From an optimization exercise on the open Yosys and OpenROAD flow, aimed at small area, a short achievable clock period and few clock cycles per item; shortcuts taken in it are not production practice. At most, simulation tests tie the RTL to the original design; equivalence was not proved.

Setup of the baseline:
Design k_nn, start of the top module:
module k_nn #(
    parameter NUMBER_ELEMENTS = 6,
    parameter DATA_WIDTH = 32,
    parameter CLASS_WIDTH = 8,
    parameter NS = 4
)(
    input  wire                     clk,
    input  wire                     rst,  
    output reg                      m_axis_tvalid,
    input  wire                     m_axis_tready,
    output wire [DATA_WIDTH-1:0]    m_axis_tdata,
    output reg                      m_axis_tlast,
    input  wire                     s_axis_tvalid,
    output wire                     s_axis_tready,
    input  wire [DATA_WIDTH-1:0]    s_axis_tdata,
    input  wire                     s_axis_tlast,
    output wire [DATA_WIDTH-1:0]    distance_result
);
==> flow/config.mk <==
export PLATFORM = sky130hd
export DESIGN_NAME = k_nn
export DESIGN_NICKNAME = k_nn
export VERILOG_FILES = /design/flow/design.v
export SDC_FILE = /design/flow/constraint.sdc
export NUM_CORES = 4
export LEC_CHECK = 0
export ABC_CLOCK_PERIOD_IN_PS = 1900
export CAP_MARGIN = 20
export CELL_PAD_IN_SITES_DETAIL_PLACEMENT = 0
export CELL_PAD_IN_SITES_GLOBAL_PLACEMENT = 0
export CORE_MARGIN = 2
export CORE_UTILIZATION = 40
export CTS_CLUSTER_DIAMETER = 120
export CTS_CLUSTER_SIZE = 26
export SLEW_MARGIN = 20
==> flow/constraint.sdc <==
create_clock -name core_clock -period 9.0 [get_ports {clk}]
set_input_delay 1.8000 -clock core_clock [delete_from_list [all_inputs] [get_ports {clk}]]
set_output_delay 1.8000 -clock core_clock [all_outputs]
set_load 0.01 [all_outputs]
standard.sh (not shown) runs the stock make flow with config.mk's settings and CLKGATE_MAP_FILE= SYNTH_SCRIPT=/design/flow/synth_recipe.tcl, a recipe that flattens the netlist after the stock synthesis.
==> flow/flow/run.sh <==
#!/bin/bash
# Standard ORFS layout (the standard.sh, unchanged synthesis), with the
# resizer's setup repair aimed below the 9 ns clock: repair_timing keeps
# working until setup slack reaches SETUP_SLACK_MARGIN.
set -euo pipefail
bash standard.sh SETUP_SLACK_MARGIN=${MARGIN:-5.9} finish > standard.log 2>&1
The baseline completed every stage of the flow, and the final layout passed the timing, design-rule and antenna checks.
Testbench counts of the baseline, summed over its fixed seeds: cycles 7,832, queries 1,280.
### the baseline -> the candidate
- a deleted CELL_PAD_IN_SITES_GLOBAL_PLACEMENT that had been 0
- a deleted CELL_PAD_IN_SITES_DETAIL_PLACEMENT that had been 0
- a change of CORE_UTILIZATION from 40 to 55
Findings:
The candidate vs the baseline, classification of the worst setup path: reg -> out vs reg -> reg. The met3 usage in global routing in the candidate sits 0.33 points above the value recorded for the baseline. Taking the baseline as the reference, in the candidate part of the cycle the worst path needs shrank by 0.39 points; multi-input gate share of total cell area comparable. Of the two values seen for capture point of the worst path, dist_calc.t4[69] was produced by the baseline and distance_result[15] by the candidate.

========
k_nn, a different RTL version from the one above (not shown whole).
For scale: roughly 3,500 cells after synthesis, ~930 flip-flops, ~41,000 um^2 of cells after synthesis.
==> flow/config.mk <==
export PLATFORM = sky130hd
export DESIGN_NAME = k_nn
export DESIGN_NICKNAME = k_nn
export VERILOG_FILES = /design/flow/design.v
export SDC_FILE = /design/flow/constraint.sdc
export NUM_CORES = 4
export LEC_CHECK = 0
export ABC_CLOCK_PERIOD_IN_PS = 1900
export CAP_MARGIN = 20
export CORE_MARGIN = 2
export CORE_UTILIZATION = 40
export CTS_CLUSTER_DIAMETER = 120
export CTS_CLUSTER_SIZE = 29
export SLEW_MARGIN = 20
==> flow/constraint.sdc <==
create_clock -name core_clock -period 9.0 [get_ports {clk}]
set_input_delay 1.8000 -clock core_clock [delete_from_list [all_inputs] [get_ports {clk}]]
set_output_delay 1.8000 -clock core_clock [all_outputs]
set_load 0.01 [all_outputs]
Scripts as last shown in full above: flow/flow/run.sh
The first run produced a clean layout.
Testbench counts at the start, summed over its fixed seeds: cycles 7,832, queries 1,280.
Edit:
Settings changed: CTS_CLUSTER_SIZE 29 to 26.
What happened: Synthesized cell count is unchanged; via count rises slightly; worst setup slack loses 0.013 ns; die area stays the same; hold slack hardly moves.

========
onyx:
Another version of the RTL of k_nn (not shown whole).
Size in the first run: ~3500 cells after synthesis, ~45000 um^2 of cells after synthesis.
// k_nn
module k_nn #(
    parameter NUMBER_ELEMENTS = 6,
    parameter DATA_WIDTH = 32,
    parameter CLASS_WIDTH = 8
)(
    input  wire                     clk,
    input  wire                     rst,  
    output reg                      m_axis_tvalid,
    input  wire                     m_axis_tready,
    output wire [DATA_WIDTH-1:0]    m_axis_tdata,
    output wire                     m_axis_tlast,
    input  wire                     s_axis_tvalid,
    output wire                     s_axis_tready,
    input  wire [DATA_WIDTH-1:0]    s_axis_tdata,
    input  wire                     s_axis_tlast,
    output wire [DATA_WIDTH-1:0]    distance_result
);
clock: 9.0 ns
lec_check: 0
abc_clock_period_in_ps: 1900
cap_margin: 20
core_margin: 2
core_utilization: 40
slew_margin: 20
==> flow/flow/run.sh <==
#!/bin/bash
# Standard ORFS layout (the standard.sh, unchanged synthesis), with the
# resizer's setup repair aimed below the 9 ns clock: repair_timing keeps
# working until setup slack reaches SETUP_SLACK_MARGIN.
set -euo pipefail
bash standard.sh SETUP_SLACK_MARGIN=${MARGIN:-6.2} finish > standard.log 2>&1
onyx finished all stages; the layout is clean.
Setup changes, onyx to garnet
Settings: PLACE_DENSITY newly set to 0.7; CORE_UTILIZATION changed from 40 to 60.
==> flow/run.sh (new file) <==
#!/bin/bash
# synth_recipe.tcl (not shown) runs the flow's synth.tcl, then flattens the netlist and writes it again
# the make line also repeats each setting of config.mk as NAME=value (left out here)
make -C /OpenROAD-flow-scripts/flow DESIGN_CONFIG=/design/flow/config.mk WORK_HOME=/design/flow/orfs CLKGATE_MAP_FILE= SYNTH_SCRIPT=/design/flow/synth_recipe.tcl finish
removed: flow/flow/run.sh
removed: flow/standard.sh
garnet | status: complete | timing, DRC, antenna: pass. The end point of the critical path comes out s_axis_tready in one run and dist_calc.ax[10] in the other, namely in garnet and onyx respectively. garnet against onyx; non-clock buffer count is down by more than half. Post-detailed-route wirelength per cell is lower on onyx. Slowest cell on the critical path = sky130_fd_sc_hd__clkdlybuf4s50_1: garnet; slowest cell on the critical path = sky130_fd_sc_hd__dfxtp_4: onyx. Routed metal-1 wirelength (garnet / onyx): 0.926. Between onyx and garnet, the cell count went down.
What sierra does differently from garnet at the input level:
Settings: CORE_UTILIZATION changed from 60 to 40; PLACE_DENSITY removed (was 0.7).
Result for garnet and sierra: all clean
Between garnet and sierra, the flow reports detailed-route wire length on metal 1 increasing slightly.
Cmp garnet and sierra / via count of the first global-routing pass / higher: garnet
Sort garnet and sierra by non-clock buffer count, ascending, and sierra comes first.
Taking garnet as the reference, in sierra final critical path time including I/O delays and setup saw little to no change, detailed-routed wire length on met2 shows a reduction of about 9%.
Against garnet, sierra comes in 0.77 points lower on register share of the cell area.
Clock-buffer cell count, garnet and sierra: lower on sierra
Function was not checked in any run of this note: the RTL went through the layout flow alone.

========
Another version of the RTL of k_nn (not shown whole).
Size: ~3600 cells after synthesis, roughly 910 flip-flops, about 100 I/O pins, ~40000 um2 of cells after synthesis.
export LEC_CHECK = 0
export ABC_CLOCK_PERIOD_IN_PS = 1900
export CAP_MARGIN = 20
export CORE_MARGIN = 2
export CORE_UTILIZATION = 40
export CTS_CLUSTER_DIAMETER = 120
export CTS_CLUSTER_SIZE = 29
export SLEW_MARGIN = 20
create_clock -name core_clock -period 9.0 [get_ports {clk}]
==> flow/flow/run.sh <==
#!/bin/bash
# Standard ORFS layout (the standard.sh, unchanged synthesis), with the
# resizer's setup repair aimed below the 9 ns clock: repair_timing keeps
# working until setup slack reaches SETUP_SLACK_MARGIN.
set -euo pipefail
bash standard.sh SETUP_SLACK_MARGIN=${MARGIN:-5.9} finish > standard.log 2>&1
Testbench counts at the start, summed over its fixed seeds: cycles 7,832, queries 1,280.
==> next run, changes <==
CTS_CLUSTER_SIZE = 26   (was 29)
What happened:
- maximum frequency barely changes
- routed wire length stays flat
- global-route usage stays flat
- cell area is about the same

========
## v40
k_nn, a different RTL version from the one above (not shown whole).
Size: roughly 3600 cells after synthesis, about 100 I/O pins, roughly 46000 um2 of cells after synthesis.
Settings: LEC_CHECK=0, ABC_CLOCK_PERIOD_IN_PS=1900, CAP_MARGIN=20, CORE_MARGIN=2, CORE_UTILIZATION=40, SLEW_MARGIN=20; clock period 9.0 ns.
==> flow/flow/run.sh <==
#!/bin/bash
# Standard ORFS layout (the standard.sh, unchanged synthesis), with the
# resizer's setup repair aimed below the 9 ns clock: repair_timing keeps
# working until setup slack reaches SETUP_SLACK_MARGIN.
set -euo pipefail
bash standard.sh SETUP_SLACK_MARGIN=${MARGIN:-5.5} finish > standard.log 2>&1
Testbench counts of v40, summed over its fixed seeds: cycles 7,840, queries 1,280.
Input-level comparison between v45 and v40:
- swapping 40 for 60 in CORE_UTILIZATION
- putting PLACE_DENSITY at 0.75 where nothing was set
--- a/flow/flow/run.sh
+++ b/flow/flow/run.sh
@@ -5,2 +5,2 @@
 set -euo pipefail
-bash standard.sh SETUP_SLACK_MARGIN=${MARGIN:-5.5} finish > standard.log 2>&1
+bash standard.sh SETUP_SLACK_MARGIN=${MARGIN:-5.9} finish > standard.log 2>&1
[summary]
Worst path setup slack after routing on v45 is up relative to v40.
Die: v45 smaller than v40
Going from v40 to v45, the utilization was found to have gone up by 23 points.
Summary of the comparison: remaining max-slew budget at the tightest pin is higher in v45, relative to v40.
| final cycle utilization of the critical path | v45 vs v40 | 3.1 points lower |
Modified inputs, v13 compared to v45
- clearing PLACE_DENSITY, which used to be 0.75
- swapping 1900 for 2500 in ABC_CLOCK_PERIOD_IN_PS
- swapping 60 for 40 in CORE_UTILIZATION
Notes after the runs:
Summary of v13 over v45: via count now sits lower, wire length lower, number of clock buffers in the layout went down by about 15%, critical path buffer and inverter count went down. Sort v13 and v45 by sequential share of layout area, descending, and v45 comes first. ~same worst endpoint required time in v13 and v45. v45 leaves less setup margin than v13.
Inputs modified between v13 and v42:
- a change of ABC_CLOCK_PERIOD_IN_PS from 2500 to 1900
- an added CTS_CLUSTER_DIAMETER of 120
- an added CTS_CLUSTER_SIZE of 26
--- a/flow/flow/run.sh
+++ b/flow/flow/run.sh
@@ -5,2 +5,2 @@
 set -euo pipefail
-bash standard.sh SETUP_SLACK_MARGIN=${MARGIN:-5.9} finish > standard.log 2>&1
+bash standard.sh SETUP_SLACK_MARGIN=${MARGIN:-6.05} finish > standard.log 2>&1
Results
v42 ran to completion and came out clean on the timing, design-rule and antenna checks.
Summary — count of H-tree levels built during CTS, v42 relative to v13: lower, by 1.
From v13 to v42 the numbers moved as follows: mean routed wirelength per cell shows no meaningful change; clock buffer count from CTS shows a reduction of 57%; area added between synthesis and finish shows a reduction of 2.7 points; shortest period the worst path allows shows a reduction of 0.0096 ns.

========
## run A
k_nn again, from the RTL that the note above started with.
clock: 9.0 ns
lec_check: 0
abc_clock_period_in_ps: 1900
cap_margin: 20
core_margin: 2
core_utilization: 40
slew_margin: 20
==> flow/flow/run.sh <==
#!/bin/bash
# Standard ORFS layout (the standard.sh, unchanged synthesis), with the
# resizer's setup repair aimed below the 9 ns clock: repair_timing keeps
# working until setup slack reaches SETUP_SLACK_MARGIN.
set -euo pipefail
bash standard.sh SETUP_SLACK_MARGIN=${MARGIN:-5.9} finish > standard.log 2>&1
Run A finished end to end and its layout was clean on timing, DRC and antenna.
Testbench counts of run A, summed over its fixed seeds: cycles 7,840, queries 1,280.
Setup changes, run A to run B
Settings: setting CTS_CLUSTER_SIZE to 26 for the first time; setting CTS_CLUSTER_DIAMETER to 120 for the first time.
==> results.txt <==
Going from run A to run B, number of clock buffers in the layout now sits lower. In run B relative to run A, total via count in the routed design had gone down slightly. | clock transition at the register clock pins on the worst setup and hold paths after CTS | run B vs run A | 0.04 ns higher |. Sequential share of layout area: run B vs run A up 1.8 points. Run B vs run A — all-layer global routing usage dropped 0.28 points. Achievable clock frequency, run A and run B: smaller value in run A. Non-clock buffer count (lower): run B. Compared run A against run B; post-route clock period utilization within noise.
Changes in run C relative to run B:
Settings: CTS_CLUSTER_SIZE removed (was 26); CTS_CLUSTER_DIAMETER removed (was 120).
--- a/flow/flow/run.sh
+++ b/flow/flow/run.sh
@@ -5,2 +5,2 @@
 set -euo pipefail
-bash standard.sh SETUP_SLACK_MARGIN=${MARGIN:-5.9} finish > standard.log 2>&1
+bash standard.sh SETUP_SLACK_MARGIN=${MARGIN:-6.2} finish > standard.log 2>&1
Number of CTS-inserted buffers (lower): run B. Lower routability congestion estimate goes to run C over run B. Run C: buffering stage count on the worst path with inverters included 2 above run B. Routed wire length ended up 6.5 mm higher on run C than on run B. Re post-route non-filler standard cell count: run B and run C aren't equal, and the higher value belongs to run C. Summary of run C over run B: first-pass GRT wire length +8.7 mm, synthesized-area fraction occupied by ao, oa, aoi and oai cells ~0 delta, share of the core filled with cells in the final layout +4.1 points, number of H-tree levels +1. Run C did not stop at any stage, and its layout met the timing, design-rule and antenna checks.

[separate check: timing with driven ports]
The flow's constraints put no driver on any port. The routed layouts listed below were extracted and timed again, unchanged, in two steps.
Step 1 (the two cells are an assumption about what drives the block):
set clk [get_ports {clk}]
set_driving_cell -lib_cell sky130_fd_sc_hd__clkbuf_16 $clk
set_driving_cell -lib_cell sky130_fd_sc_hd__buf_2 [delete_from_list [all_inputs] $clk]
Step 2, shift: input delay + t, output delay - t, t = (earliest + latest rising clock arrival at the registers) / 2. This alone moves slack from input paths to output paths.
a / b / c = no drivers / after step 1 / after step 2; a / b = the first two.
| run | t (ns) | setup slack, ns | clock arrival spread, ns |
|---|---|---|---|
| the baseline | 0.672 | 5.910 / 5.869 / 5.335 | 0.039 / 0.040 |
| the candidate | 0.655 | 5.944 / 5.878 / 5.411 | 0.030 / 0.030 |
| the first run of note 2 | 0.676 | 5.950 / 5.897 / 5.317 | 0.029 / 0.029 |
| the second run of note 2 | 0.673 | 5.937 / 5.893 / 5.308 | 0.044 / 0.044 |
| onyx | 0.719 | 5.560 / 5.521 / 5.560 | 0.037 / 0.038 |
| garnet | 0.676 | 4.323 / 4.262 / 4.498 | 0.026 / 0.026 |
| sierra | 0.715 | 4.321 / 4.254 / 4.535 | 0.061 / 0.061 |
| the first run of note 4 | 0.664 | 5.930 / 5.863 / 5.430 | 0.040 / 0.040 |
| the second run of note 4 | 0.678 | 5.933 / 5.888 / 5.305 | 0.038 / 0.037 |
| v40 | 0.698 | 5.588 / 5.563 / 5.375 | 0.034 / 0.034 |
| v45 | 0.702 | 5.871 / 5.871 / 5.390 | 0.018 / 0.018 |
| v13 | 0.704 | 5.886 / 5.886 / 5.388 | 0.029 / 0.029 |
| v42 | 0.674 | 5.895 / 5.895 / 5.657 | 0.044 / 0.043 |
| run A | 0.704 | 5.886 / 5.886 / 5.388 | 0.029 / 0.029 |
| run B | 0.665 | 5.897 / 5.897 / 5.388 | 0.031 / 0.031 |
| run C | 0.727 | 5.886 / 5.880 / 5.642 | 0.089 / 0.090 |
After both steps every run listed still meets setup and hold. The setup slack of the first run of note 2, which loses most, moves by -0.053 ns with the drivers and by -0.633 ns with both steps.
